This design comes from an exercise in tuning for small area and a short achievable clock period on the open sky130 flow, not from production work. The RTL was checked by simulation tests, not by an equivalence proof against the original design. Power is estimated from default activity; no workload was simulated.

==> flow/design.v (excerpt) <==
module mp_alu(
    input sys_clk,
    input sys_rst,
    input issue,
    input[2:0] tag3,
    input[2:0] func3,
    input[6:0] flag7,
    input[3:0] shift,
    input[15:0] data_in1,
    input[15:0] data_in2,
    input fwd_en1,
    input fwd_en2,
    input[15:0] fwd_data1,
    input[15:0] fwd_data2,
    output wb,
    output wb32,
    output[31:0] wb_data
);
reg         alu_issue;
reg[2:0]    alu_tag3;
reg[2:0]    alu_func3;
reg[3:0]    alu_cmd;
reg[15:0]   alu_data_in1;
reg[15:0]   alu_data_in2;
always @(posedge sys_clk or posedge sys_rst)
begin
    if(sys_rst) alu_issue <= 0;
    else alu_issue <= issue;
end
always @(posedge sys_clk)
begin
    alu_tag3     <= tag3;
    alu_func3    <= func3;
    alu_cmd      <= func3 == 3'b101 ? flag7[3:0] : shift;
    alu_data_in1 <= data_in1;
    alu_data_in2 <= data_in2;
end
wire[15:0] A = fwd_en1 ? fwd_data1 : alu_data_in1;
wire[15:0] B = fwd_en2 ? fwd_data2 : alu_data_in2;
wire[2:0]  MODE = alu_tag3;
wire[3:0]  S = alu_cmd;
wire u_ar = alu_func3 == 3'b000;
wire u_sh = alu_func3 == 3'b010;
wire u_lu = alu_func3 == 3'b001;
wire u_bm = alu_func3 == 3'b101;
wire u_mu = alu_func3 == 3'b011;
wire bm_bfi  = u_bm && MODE == 3'b000;
wire bm_bfx  = u_bm && MODE == 3'b010;
wire bm_cmp  = u_bm && MODE == 3'b011;
wire bm_pack = u_bm && MODE == 3'b111;
wire bm_rev  = u_bm && MODE == 3'b001;
wire bm_clz  = u_bm && MODE == 3'b101;
wire bm_tbe  = u_bm && MODE == 3'b110;
wire ar_add  = u_ar && MODE == 3'b000;
wire ar_sub  = u_ar && MODE == 3'b011;
wire ar_slt  = u_ar && MODE == 3'b100;
wire ar_sltu = u_ar && MODE == 3'b110;
wire ar_mov  = u_ar && MODE[2] && MODE[0];
integer t;
wire       bf   = bm_bfi | bm_bfx;
wire[4:0]  kb   = bm_bfx ? B[3:0] + B[11:8] : {1'b0, B[11:8]};
wire       sext = A[kb[3:0]] & B[12];
reg[15:0]  bf_hi;
always @(*)
    for(t = 0; t < 16; t = t + 1) bf_hi[t] = t > kb[3:0];
wire[15:0] bf_m = (bf && !kb[4]) ? bf_hi : 16'h0;
wire[15:0] X    = (A & ~bf_m) | ({16{sext}} & bf_m);
  ...
export LEC_CHECK = 0
export ABC_AREA = 1
export CAP_MARGIN = 20
export CORE_MARGIN = 2
export CORE_UTILIZATION = 40
export SETUP_SLACK_MARGIN = 2.75
export SLEW_MARGIN = 20
export SYNTH_HIERARCHICAL = 1
create_clock -name core_clock -period 16.0 [get_ports {sys_clk}]
standard.sh (not shown) runs the stock make flow with config.mk's settings and CLKGATE_MAP_FILE= SYNTH_SCRIPT=/design/flow/synth_recipe.tcl, a recipe that flattens the netlist after the stock synthesis.
==> flow/flow/run.sh <==
#!/bin/bash

export BUFFER_PORTS_ARGS="-buffer_cell sky130_fd_sc_hd__buf_2"
bash standard.sh > standard_flow.log 2>&1
Change:
- SETUP_SLACK_MARGIN: 2.75 -> 2
Result: The new run passed the timing, DRC and antenna checks; area after synthesis stays the same; count of clock-buffer cells in the layout is unchanged; cell area shrinks by a little under a tenth; die area is unchanged; worst setup slack loses 0.56 ns; non-clock buffer count went down by 69.
Change:
- SETUP_SLACK_MARGIN: 2 -> 1
Outcome: Final area came out lower slightly. Setup slack loses 0.79 ns. Critical path depth came out higher by 15. Area after synthesis is unchanged. Wire length hardly moves. Sequential power barely changes. Clock-buffer cell count stays the same. Global-route usage is about the same. Total power came out lower by a few percent.
Change:
==> flow/flow/run.sh (replaced) <==
#!/bin/bash

export BUFFER_PORTS_ARGS="-buffer_cell sky130_fd_sc_hd__buf_1"
bash standard.sh > standard_flow.log 2>&1
- SETUP_SLACK_MARGIN: 1 -> 2.5
=> The new run finished clean; global-route usage came out lower by 0.31 points; clock-buffer cell count came out lower by 1; sequential power barely changes; final area came out higher by 5.9%; routed wire length came out higher by 0.78%; combinational power came out higher by about 10%; setup slack improved by 1.1 ns.

========
== lane 1 ==
Another version of the RTL of mp_alu (not shown whole).
For scale: ~43 flip-flops, about 120 I/O pins, about 13000 um2 of cells after synthesis.
// mp_alu
module mp_alu(
    input sys_clk,
    input sys_rst,
    input issue,
    input[2:0] tag3,
    input[2:0] func3,
    input[6:0] flag7,
    input[3:0] shift,
    input[15:0] data_in1,
    input[15:0] data_in2,
    input fwd_en1,
    input fwd_en2,
    input[15:0] fwd_data1,
    input[15:0] fwd_data2,
    output wb,
    output wb32,
    output[31:0] wb_data
);
Settings: LEC_CHECK=0, ABC_AREA=1, CAP_MARGIN=20, CORE_MARGIN=2, CORE_UTILIZATION=40, SETUP_SLACK_MARGIN=2, SLEW_MARGIN=20, SYNTH_HIERARCHICAL=1; clock period 16.0 ns.
==> flow/flow/run.sh <==
#!/bin/bash

export BUFFER_PORTS_ARGS="-buffer_cell sky130_fd_sc_hd__buf_2"
bash standard.sh > standard_flow.log 2>&1
Edits applied to the flow inputs when going from lane 1 to lane 2:
Settings: removing SETUP_SLACK_MARGIN (formerly 2).
Findings:
Lane 2 | status: complete | timing, DRC, antenna: pass
In the flow results for lane 2 and lane 1, the layout overhead on the synthesized area is smaller on lane 2.
Lane 2 does better than lane 1 on wire length of the first global-routing pass.
Going from lane 1 to lane 2, final number of max-transition violations essentially unchanged; number of tapcells level; share of total power in the clock network went up; global-route met1 utilization held steady; core utilization of the finished layout dropped 1.7 points.
Detailed route wirelength on metal2 | lane 2 below lane 1

========
the reference run:
mp_alu with an RTL version that a note above also has.
Size in the first run: roughly 1,800 cells after synthesis, roughly 120 I/O pins, roughly 13,000 um2 of cells after synthesis.
Settings: LEC_CHECK=0, ABC_AREA=1, CAP_MARGIN=20, CORE_MARGIN=2, CORE_UTILIZATION=50, SETUP_SLACK_MARGIN=2.5, SLEW_MARGIN=20, SYNTH_HIERARCHICAL=1; clock period 16.0 ns.
Scripts as last shown in full above: flow/flow/run.sh
The reference run: no failed stages, no open violations at the end
Modified inputs, the trial run compared to the reference run
Settings: a change of CORE_UTILIZATION from 50 to 40; an added TNS_END_PERCENT of 0.
Findings:
- Number of iterations in the first detailed-routing pass in the trial run is 1 lower than in the reference run
- On via count, the trial run and the reference run are basically level.
- Compared with the reference run, the trial run shows global-route usage lower by 7.8 points.
- Comparing number of buffers outside the clock class in the layout for the trial run and the reference run, the bigger number came from the reference run.
- Between the reference run and the trial run, the multi-input logic portion of the cell area figures differ only marginally.
- Taking the reference run as the reference point, the wire length of the first global-routing pass of the trial run rises by about 1.6%.
- In the reports for the trial run and the reference run, the larger overall routed net length belongs to the reference run.
- The reference run -> the trial run: maximum vdd ir drop decreased by more than a quarter
- The trial run ended up with more standard cells than the reference run.
- When the trial run is measured against the reference run, its core utilization turns out 12 points lower.

==> re-timing with driven ports <==
No port has a modelled driver above. Below, the same layouts with a new extraction and two added sets of constraints. Step 1 sets driving cells, clkbuf_16 on the clock port and buf_2 on the other inputs (assumed; they add their load-dependent delay and slew). Step 2 also shifts input and output timing later by t, the mid clock arrival at the registers, as if the neighbouring blocks saw the same clock. Slacks: ideal / step 1 / step 2; pairs: ideal / step 1.
run | t, ns | slack for setup (ns) | hold WS [ns] | worst setup path at the end | clock arrival spread, ns
the first run of note 1 | 0.323 | 2.929 / 2.884 / 2.884 | 2.731 / 2.719 / 3.042 | input to output | 0.008 / 0.008
the second run of note 1 | 0.323 | 2.366 / 2.335 / 2.335 | 2.729 / 2.709 / 3.032 | input to output | 0.008 / 0.008
the third run of note 1 | 0.324 | 1.578 / 1.555 / 1.555 | 2.728 / 2.708 / 3.031 | input to output | 0.008 / 0.009
the fourth run of note 1 | 0.321 | 2.680 / 2.660 / 2.660 | 2.714 / 2.700 / 3.021 | input to output | 0.008 / 0.008
lane 1 | 0.324 | 2.334 / 2.257 / 2.257 | 2.735 / 2.721 / 3.045 | input to output | 0.010 / 0.010
lane 2 | 0.325 | 1.212 / 1.189 / 1.189 | 2.735 / 2.720 / 3.045 | input to output | 0.009 / 0.009
the reference run | 0.320 | 2.677 / 2.634 / 2.634 | 2.743 / 2.730 / 3.050 | input to output | 0.008 / 0.008
the trial run | 0.324 | 2.656 / 2.612 / 2.612 | 2.727 / 2.707 / 3.031 | input to output | 0.008 / 0.008
After both steps setup and hold are still met in every run listed. The setup slack of lane 1, which loses most, moves by -0.077 ns with the drivers and by -0.077 ns with both steps.
